Context: an optimization exercise on an open-source flow, tuned for small area. The choices shown serve that exercise and are no tape-out recipe. The RTL was checked by simulation tests, not by an equivalence proof against the original design. Power figures rest on the tool's default switching activity, not on a simulated workload.

// lcd_top
module lcd_top(
  input clk,
  input rst,
  input PS2_CLK,
  input PS2_DATA,
  output [7:4] DB,
  output LCD_E,
  output LCD_RS,
  output LCD_RW,
  output [7:0] LED
  );
  wire busy;
  wire en;
  wire [6:0] code;
  snaptest LD1 (
    .clk(clk),
    .rst(rst),
    .busy(busy),
    .PS2_CLK(PS2_CLK),
    .PS2_DATA(PS2_DATA),
    .en(en),
    .entry(code),
    .LED(LED)
    );
  lcd_controller LC1 (
    .clk(clk),
    .rst(rst),
    .en(en),
    .code(code),
    .DB(DB),
    .LCD_E(LCD_E),
    .LCD_RS(LCD_RS),
    .LCD_RW(LCD_RW),
    .busy(busy)
    );
endmodule
==> flow/config.mk <==
export PLATFORM = sky130hd
export DESIGN_NAME = lcd_top
export DESIGN_NICKNAME = lcd_top
export VERILOG_FILES = /design/flow/design.v
export SDC_FILE = /design/flow/constraint.sdc
export NUM_CORES = 4
export LEC_CHECK = 0
export ABC_AREA = 1
export CAP_MARGIN = 0
export CORE_MARGIN = 2
export CORE_UTILIZATION = 60
export SLEW_MARGIN = 0
==> flow/constraint.sdc <==
create_clock -name core_clock -period 20.0 [get_ports {clk}]
set_input_delay 4.0000 -clock core_clock [delete_from_list [all_inputs] [get_ports {clk}]]
set_output_delay 4.0000 -clock core_clock [all_outputs]
set_load 0.01 [all_outputs]
standard.sh (not shown) runs the stock make flow with config.mk's settings and CLKGATE_MAP_FILE= SYNTH_SCRIPT=/design/flow/synth_recipe.tcl, a recipe that flattens the netlist after the stock synthesis.
==> flow/flow/run.sh <==
#!/bin/bash
# Layout flow: the standard synthesis, then the combinational logic of the
# synthesized netlist is mapped again with a stronger ABC script (registers
# are kept as they are), then the standard layout steps.
set -euo pipefail
W=$PWD
FD=$W/flow
R=$W/orfs/results/$FLOW_PLATFORM/lcd_top/base
LIB=$FLOW_HOME/platforms/$FLOW_PLATFORM/lib/sky130_fd_sc_hd__tt_025C_1v80.lib
YOSYS=$FLOW_HOME/../tools/install/yosys/bin/yosys
[ -x "$YOSYS" ] || YOSYS=yosys

# 1. standard synthesis
bash standard.sh synth > $W/flow_synth.log 2>&1

# 2. remap the combinational logic
cp $R/1_2_yosys.v $W/synth_standard.v
SEQ=$(grep -o "sky130_fd_sc_hd__[a-z0-9_]*" $W/synth_standard.v | sort -u | grep -E "__(df|edf|sdf|dl|conb)" | tr '\n' ' ')
sed "s#@LIB@#$LIB#g; s#@SEQ@#$SEQ#g; s#@IN@#$W/synth_standard.v#g; s#@OUT@#$W/synth_remapped.v#g; s#@ABC@#$FD/remap.abc#g" \
  $FD/remap.ys > $W/remap.ys
ok=0
if $YOSYS -s $W/remap.ys > $W/yosys_remap.log 2>&1; then
  sed "s#@LIB@#$LIB#g; s#@GOLD@#$W/synth_standard.v#g; s#@GATE@#$W/synth_remapped.v#g" $FD/equiv.ys > $W/equiv.ys
  if $YOSYS -s $W/equiv.ys > $W/yosys_equiv.log 2>&1; then ok=1; fi
fi
if [ $ok = 1 ]; then
  cp $W/synth_remapped.v $R/1_2_yosys.v
  rm -f $R/1_synth.odb $R/1_synth.sdc
  echo "remapped netlist in use" > $W/remap_status.txt
else
  echo "remap failed; standard netlist in use" > $W/remap_status.txt
fi

# 3. standard layout steps
bash standard.sh "BUFFER_PORTS_ARGS=-buffer_cell sky130_fd_sc_hd__buf_1" \
  "CTS_ARGS=$(cat $FD/cts_args.txt)" finish > $W/flow_layout.log 2>&1
==> flow/flow/cts_args.txt <==
-sink_clustering_enable -repair_clock_nets -dont_use_dummy_load -sink_clustering_size 16 -sink_clustering_max_diameter 80 -buf_list sky130_fd_sc_hd__clkbuf_8
==> flow/flow/equiv.ys <==
read_liberty -ignore_miss_func @LIB@
read_verilog -sv @GOLD@
rename lcd_top gold
read_verilog -sv @GATE@
rename lcd_top gate
flatten gold gate
opt_clean
async2sync
equiv_make gold gate eq
hierarchy -top eq
equiv_simple -seq 2
equiv_induct
equiv_status -assert
==> flow/flow/remap.abc <==
strash; &get -n; &deepsyn -T 20; &dch -f; &nf -a -R 1000; &put; topo
==> flow/flow/remap.ys <==
read_liberty -ignore_miss_func @LIB@
blackbox @SEQ@
read_verilog -sv @IN@
hierarchy -top lcd_top
flatten
opt_clean
abc -liberty @LIB@ -dont_use *lpflow* -dont_use *probe* -script @ABC@
opt_clean -purge
stat -liberty @LIB@
write_verilog -noattr -noexpr -nohex -nodec @OUT@
==> next run, changes <==
--- a/flow/design.v
+++ b/flow/design.v
@@ -14,61 +14,63 @@
   wire wr;
   wire rd;
   reg [223:0] ring;
   wire [6:0] rlast = ring[223:217];
   reg [4:0] eh, et;
   wire rempty = (eh == et);
-  reg [20:0] pend;
-  reg [1:0] pq;
+  reg [34:0] pend;
+  reg [2:0] pq;
   reg [6:0] pend_old;
   always @ (*)
     case (pq)
-      2'd2: pend_old = pend[13:7];
-      2'd3: pend_old = pend[20:14];
+      3'd2: pend_old = pend[13:7];
+      3'd3: pend_old = pend[20:14];
+      3'd4: pend_old = pend[27:21];
+      3'd5: pend_old = pend[34:28];
       default: pend_old = pend[6:0];
     endcase
   reg [6:0] bc;
   reg bv;        
   reg bcmd;      
   wire [4:0] rcount = eh - et;
-  wire empty = rempty && !bv && (pq == 2'd0);
-  wire full = ((rcount + {4'b0, bv} + {3'b0, pq}) == 5'd31);
+  wire empty = rempty && !bv && (pq == 3'd0);
+  wire full = ((rcount + {4'b0, bv} + {2'b0, pq}) == 5'd31);
   assign wr = en && !full;
   wire bc_busy;
   wire bsp91 = !bc[6] && bc[5] && !bc[4] && bc[0];           
   wire bspD0 = bc[6] && !bc[5] && (bc[4:0] == 5'd0);         
   wire bc_cmd = (!bc[6] && !bc[5]) || bsp91 || bspD0;
   wire fetch_ok = !bc_busy && !bv;
-  wire s_valid = (pq != 2'd0) || wr;
-  wire [6:0] s_val = (pq != 2'd0) ? pend_old : code;
+  wire s_valid = (pq != 3'd0) || wr;
+  wire [6:0] s_val = (pq != 3'd0) ? pend_old : code;
   wire f_ring = fetch_ok && !rempty && (eh == 5'd0);
   wire f_src = fetch_ok && rempty && s_valid;
   wire ins = s_valid && !f_src && (et == 5'd0);
   wire s_taken = f_src || ins;
-  wire pop = s_taken && (pq != 2'd0);
-  wire push = wr && !(s_taken && (pq == 2'd0));
+  wire pop = s_taken && (pq != 3'd0);
+  wire push = wr && !(s_taken && (pq == 3'd0));
   always @ (posedge clk)
     ring <= {ring[216:0], ins ? s_val : rlast};
   always @ (posedge clk, posedge rst)
     if (rst) begin
       eh <= 5'd0;
       et <= 5'd0;
-      pq <= 2'd0;
+      pq <= 3'd0;
       bv <= 1'b0;
       bcmd <= 1'b0;
     end
     else begin
       if (!(ins || rempty)) et <= et + 5'd1;
       if (!(f_ring || (rempty && !ins))) eh <= eh + 5'd1;
-      pq <= pq - {1'b0, pop} + {1'b0, push};
+      pq <= pq - {2'b0, pop} + {2'b0, push};
       bv <= (bv && !rd) || f_ring || f_src;
       if (rd) bcmd <= bc_cmd;
     end
   always @ (posedge clk)
     if (push)
-      pend <= {pend[13:0], code};
+      pend <= {pend[27:0], code};
   always @ (posedge clk)
     if (f_ring)
       bc <= rlast;
     else if (f_src)
       bc <= s_val;
   wire [3:0] bdhi = (!bc[6] && !bc[5]) ? {1'b1, bc[4], 2'b00} :
@@ -489,26 +491,30 @@
             2'b01, 2'b10: dstate <= S_ARWUPDOWN;
             2'b11: dstate <= S_ARWLEFT;
             default: dstate <= S_ARWRIGHT;
           endcase
         default: dstate <= S_IDLE;
       endcase
-  wire [4:0] cc_dec = char_count[4:0] - 5'd1;
-  wire [4:0] cc_inc = char_count[4:0] + 5'd1;
+  wire line_bit = (char_count > 6'd16);
+  wire [5:0] cc_dec = char_count - 6'd1;
+  wire [5:0] cc_inc = char_count + 6'd1;
+  wire cc_zero = (char_count == 6'd0);
   wire cc_16 = (char_count == 6'd16);
   always @ (posedge clk)
     case (dstate)
       S_CNT32: code <= 7'h00;
-      S_MOVEA, S_MOVEB, S_ARWLEFT: code <= {2'b00, cc_dec};
+      S_MOVEA, S_MOVEB, S_ARWLEFT:
+        if (cc_zero) code <= 7'h1F;
+        else code <= {2'b00, line_bit, cc_dec[3:0]};
       S_WRSPACE: code <= 7'h20;
       S_ARWUPDOWN:
         if (cc_16) code <= 7'h40;
-        else code <= {2'b00, ~char_count[4], char_count[3:0]};
+        else code <= {2'b00, ~line_bit, char_count[3:0]};
       S_ARWRIGHT:
         if (cc_16) code <= 7'h21;
-        else code <= {2'b00, cc_inc};
+        else code <= {2'b00, line_bit ^ (&char_count[3:0]), cc_inc[3:0]};
       S_WRASCII3, S_CNT16: ;
       default:
         if (state == SENDASCII) code <= ascii_next;
     endcase
   assign entry = (dstate == S_WRASCII1) ? 7'h10 : code;
   always @ (posedge clk)
@@ -524,19 +530,19 @@
       endcase
   always @ (posedge clk, posedge rst)
     if (rst)
       char_count <= 0;
     else
       case (dstate)
-        S_WRASCII3: char_count <= char_count + 6'd1;
+        S_WRASCII3: char_count <= cc_inc;
         S_CNT32: char_count <= 0;
-        S_MOVEB, S_ARWLEFT: char_count <= {1'b0, cc_dec};
+        S_MOVEB, S_ARWLEFT: char_count <= {1'b0, cc_dec[4:0]};
         S_ARWUPDOWN:
-          if (cc_16) char_count <= 6'd32;
-          else char_count <= {1'b0, ~char_count[4], char_count[3:0]};
-        S_ARWRIGHT: char_count <= {1'b0, cc_inc};
+          if (line_bit) char_count <= char_count - 6'd16;
+          else char_count <= char_count + 6'd16;
+        S_ARWRIGHT: char_count <= {1'b0, cc_inc[4:0]};
         default: ;
       endcase
 endmodule
 `timescale 1ns / 1ps
 module lcd_top(
   input clk,
Outcome: The changed run finished clean. Cell count came out higher by 3.7%. Non-clock buffer count came out higher by 1. Wire length came out higher by about 5.6%. Global-route usage came out higher by 0.37 points. Synthesized cell count came out higher by 4.1%. Via count came out higher by 6.0%. Setup slack gains 110 ps. Power came out higher by 11%. Fmax came out higher by 1.7%. Critical path depth came out lower by 3. Register-to-register slack loses 690 ps.

-- re-timing with driven ports --
The flow's constraints put no driver on any port. The routed layouts listed below were extracted and timed again, unchanged, in two steps.
Step 1, drivers: a clkbuf_16 drives clk and a buf_2 each remaining input, both assumed.
Step 2 also shifts input and output timing later by t, the mid clock arrival at the registers, as if the neighbouring blocks saw the same clock.
Slacks: ideal ports / drivers / drivers and shift; pairs: ideal ports / drivers.
| run | t (ns) | setup slack, ns | hold slack, ns | worst setup path after step 2 | cell pins on the clock port's net |
|---|---|---|---|---|---|
| the first run | 0.575 | 13.398 / 13.358 / 13.933 | 0.311 / 0.311 / 0.311 | register to output | 1 |
| the second run | 0.591 | 13.510 / 13.468 / 14.059 | 0.316 / 0.316 / 0.316 | register to output | 1 |
After both steps every run listed still meets setup and hold.
